Context: an optimization exercise on an open-source flow, tuned for small area and a short achievable clock period. The choices shown serve that exercise and are no tape-out recipe.
The RTL was checked by simulation tests, not by an equivalence proof against the original design.

==> flow/design.v <==
module fifo(
  input clk,rst,wr_en,rd_en,
  input [7:0] buf_in,
  output reg [7:0]buf_out,
  output buf_empty,
  output reg buf_full,
  output reg [6:0] fifo_counter
);
  reg [7:0] buf_mem[63:0];
  reg [7:0] rsel_lo0, rsel_lo1;   
  reg not_empty;
  assign buf_empty = ~not_empty;
  wire wr_acc = wr_en & ~buf_full;
  wire rd_acc = rd_en & not_empty;
  wire inc = wr_acc & ~rd_acc;
  wire dec = rd_acc & ~wr_acc;
  integer i;
  always @(posedge clk) begin
    if (wr_acc) begin
      buf_mem[1] <= buf_in;
      for (i = 2; i < 64; i = i + 1)
        buf_mem[i] <= buf_mem[i-1];
      buf_mem[0] <= buf_mem[63];
    end
  end
  wire [7:0] rsel_hi;
  fifo_dec3 u_hi (.a(fifo_counter[5:3]), .y(rsel_hi));
  wire [7:0] out_next;
  wire rd_hold_n = ~rd_acc;
  genvar gg, kk, bb;
  generate
    for (bb = 0; bb < 8; bb = bb + 1) begin : g_bit
      wire [7:0] grp;   
      wire [7:0] n;     
      wire [3:0] m;
      wire [1:0] k;
      wire h;           
      for (gg = 0; gg < 8; gg = gg + 1) begin : g_grp
        wire [7:0] lo = (gg < 4) ? rsel_lo0 : rsel_lo1;
        fifo_sel8 u_s (
          .d({buf_mem[8*gg+7][bb], buf_mem[8*gg+6][bb], buf_mem[8*gg+5][bb], buf_mem[8*gg+4][bb],
              buf_mem[8*gg+3][bb], buf_mem[8*gg+2][bb], buf_mem[8*gg+1][bb], buf_mem[8*gg][bb]}),
          .s(lo), .y(grp[gg]));
        fifo_nand3 u_n (.a(grp[gg]), .b(rsel_hi[gg]), .c(rd_acc), .y(n[gg]));
      end
      for (kk = 0; kk < 4; kk = kk + 1) begin : g_m
        fifo_nand2 u_m (.a(n[2*kk]), .b(n[2*kk+1]), .y(m[kk]));
      end
      for (kk = 0; kk < 2; kk = kk + 1) begin : g_k
        fifo_nor2 u_k (.a(m[2*kk]), .b(m[2*kk+1]), .y(k[kk]));
      end
      fifo_nand2 u_h (.a(buf_out[bb]), .b(rd_hold_n), .y(h));
      fifo_nand3 u_o (.a(k[0]), .b(k[1]), .c(h), .y(out_next[bb]));
    end
  endgenerate
  always @(posedge clk or posedge rst) begin
    if (rst)
      buf_out <= 8'd0;
    else
      buf_out <= out_next;
  end
  wire [6:0] cnt_up = fifo_counter + 7'd1;
  wire [6:0] cnt_dn = fifo_counter - 7'd1;
  always @(posedge clk or posedge rst) begin
    if (rst) begin
      fifo_counter <= 7'd0;
      rsel_lo0 <= 8'h01;
      rsel_lo1 <= 8'h01;
      not_empty <= 1'b0;
      buf_full <= 1'b0;
    end else begin
      if (inc) begin
        fifo_counter <= cnt_up;
        rsel_lo0 <= {rsel_lo0[6:0], rsel_lo0[7]};
        rsel_lo1 <= {rsel_lo1[6:0], rsel_lo1[7]};
      end else if (dec) begin
        fifo_counter <= cnt_dn;
        rsel_lo0 <= {rsel_lo0[0], rsel_lo0[7:1]};
        rsel_lo1 <= {rsel_lo1[0], rsel_lo1[7:1]};
      end
      buf_full  <= buf_full ? ~rd_en : (fifo_counter == 7'd63) & wr_en & ~rd_en;
      not_empty <= not_empty ? ~((fifo_counter == 7'd1) & rd_en & ~wr_en) : wr_en;
    end
  end
endmodule
module fifo_dec3(
  input [2:0] a,
  output [7:0] y
);
  assign y = 8'd1 << a;
endmodule
module fifo_sel8(
  input [7:0] d,
  input [7:0] s,
  output y
);
  assign y = |(d & s);
endmodule
module fifo_nand2(input a, b, output y);
  assign y = ~(a & b);
endmodule
module fifo_nand3(input a, b, c, output y);
  assign y = ~(a & b & c);
endmodule
module fifo_nor2(input a, b, output y);
  assign y = ~(a | b);
endmodule
clock: 3.3 ns
lec_check: 0
cap_margin: 20
core_margin: 2
core_utilization: 40
setup_slack_margin: 1.4
slew_margin: 20
synth_hierarchical: 1
synth_minimum_keep_size: 0
standard.sh (not shown) runs the stock make flow with config.mk's settings and CLKGATE_MAP_FILE= SYNTH_SCRIPT=/design/flow/synth_recipe.tcl, a recipe that flattens the netlist after the stock synthesis.
==> flow/flow/run.sh <==
#!/bin/bash
# Standard ORFS layout, with plain buffers on the ports, resizing not limited
# to each cell's footprint, and larger clock-tree sink clusters.
set -euo pipefail
bash standard.sh MATCH_CELL_FOOTPRINT=0 \
  "BUFFER_PORTS_ARGS=-buffer_cell sky130_fd_sc_hd__buf_4" \
  "CTS_ARGS=-sink_clustering_enable -repair_clock_nets -dont_use_dummy_load -sink_clustering_size 30 -sink_clustering_max_diameter 100" \
  finish > flow.log 2>&1
==> next run, changes <==
==> flow/flow/run.sh (replaced) <==
#!/bin/bash
# Standard ORFS layout, with plain buffers on the ports, resizing not limited
# to each cell's footprint, and larger clock-tree sink clusters.
set -euo pipefail
bash standard.sh MATCH_CELL_FOOTPRINT=0 \
  "BUFFER_PORTS_ARGS=-buffer_cell sky130_fd_sc_hd__buf_4" \
  "CTS_ARGS=-sink_clustering_enable -repair_clock_nets -dont_use_dummy_load -sink_clustering_size 24 -sink_clustering_max_diameter 80" \
  finish > flow.log 2>&1
Settings changed: SETUP_SLACK_MARGIN 1.4 to 1.45.
The new run passed the timing, design-rule and antenna checks; final cell count rises by about 0.6%; clock-buffer cell count rises by 7; worst setup slack gets worse by 0.0097 ns; synthesized area is unchanged; global-route usage rises by 0.16 points; non-clock buffer count rises by 4; via count rises by about 1.4%; final area rises by 1.1%.
==> next run, changes <==
==> flow/flow/run.sh (replaced) <==
#!/bin/bash
# Standard ORFS layout, with plain buffers on the ports, resizing not limited
# to each cell's footprint, and larger clock-tree sink clusters.
set -euo pipefail
bash standard.sh MATCH_CELL_FOOTPRINT=0 \
  "BUFFER_PORTS_ARGS=-buffer_cell sky130_fd_sc_hd__buf_4" \
  "CTS_ARGS=-sink_clustering_enable -repair_clock_nets -dont_use_dummy_load -sink_clustering_size 30 -sink_clustering_max_diameter 100" \
  finish > flow.log 2>&1
Settings changed: CORE_UTILIZATION 40 to 50, HOLD_SLACK_MARGIN set to 0.1, SETUP_SLACK_MARGIN 1.45 to 1.4.
Effect:
- The new run produced a clean layout
- sequential share of layout area increases by 1.2 points
- global-route usage came out higher by 3.6 points
- worst setup slack got worse by 0.012 ns
==> next run, changes <==
Settings changed: CORE_UTILIZATION 50 to 40, HOLD_SLACK_MARGIN 0.1 to not set, SETUP_SLACK_MARGIN 1.4 to 1.3.
The changed run passed the timing, design-rule and antenna checks.
Routed wire length came out higher by 1.0%.
Via count came out higher by 0.55%.
Synthesized area is unchanged.

==> re-timing with driven ports <==
No port has a modelled driver above. Below, the same layouts with a new extraction and two added sets of constraints.
Step 1 assumes that a clkbuf_16 drives the clock port and a buf_2 every other input.
Step 2 adds t to the input delays and takes it off the output delays; t is the mean of the earliest and latest rising clock arrival at the registers after step 1. Input paths then give back, and output paths get back, about the clock's delay inside the block.
Three values: no drivers, after step 1, after step 2; two values: the first two.
run	t, ns	setup slack, ns	worst setup path at the end
the first run	0.583	1.449 / 1.395 / 1.131	input to register
the second run	0.623	1.440 / 1.388 / 1.108	input to register
the third run	0.582	1.427 / 1.396 / 1.109	input to register
the fourth run	0.590	1.272 / 1.272 / 0.952	input to register
After both steps every run listed still meets setup and hold. For the second run, which loses most, drivers alone change the setup slack by -0.052 ns; drivers and shift together by -0.332 ns.
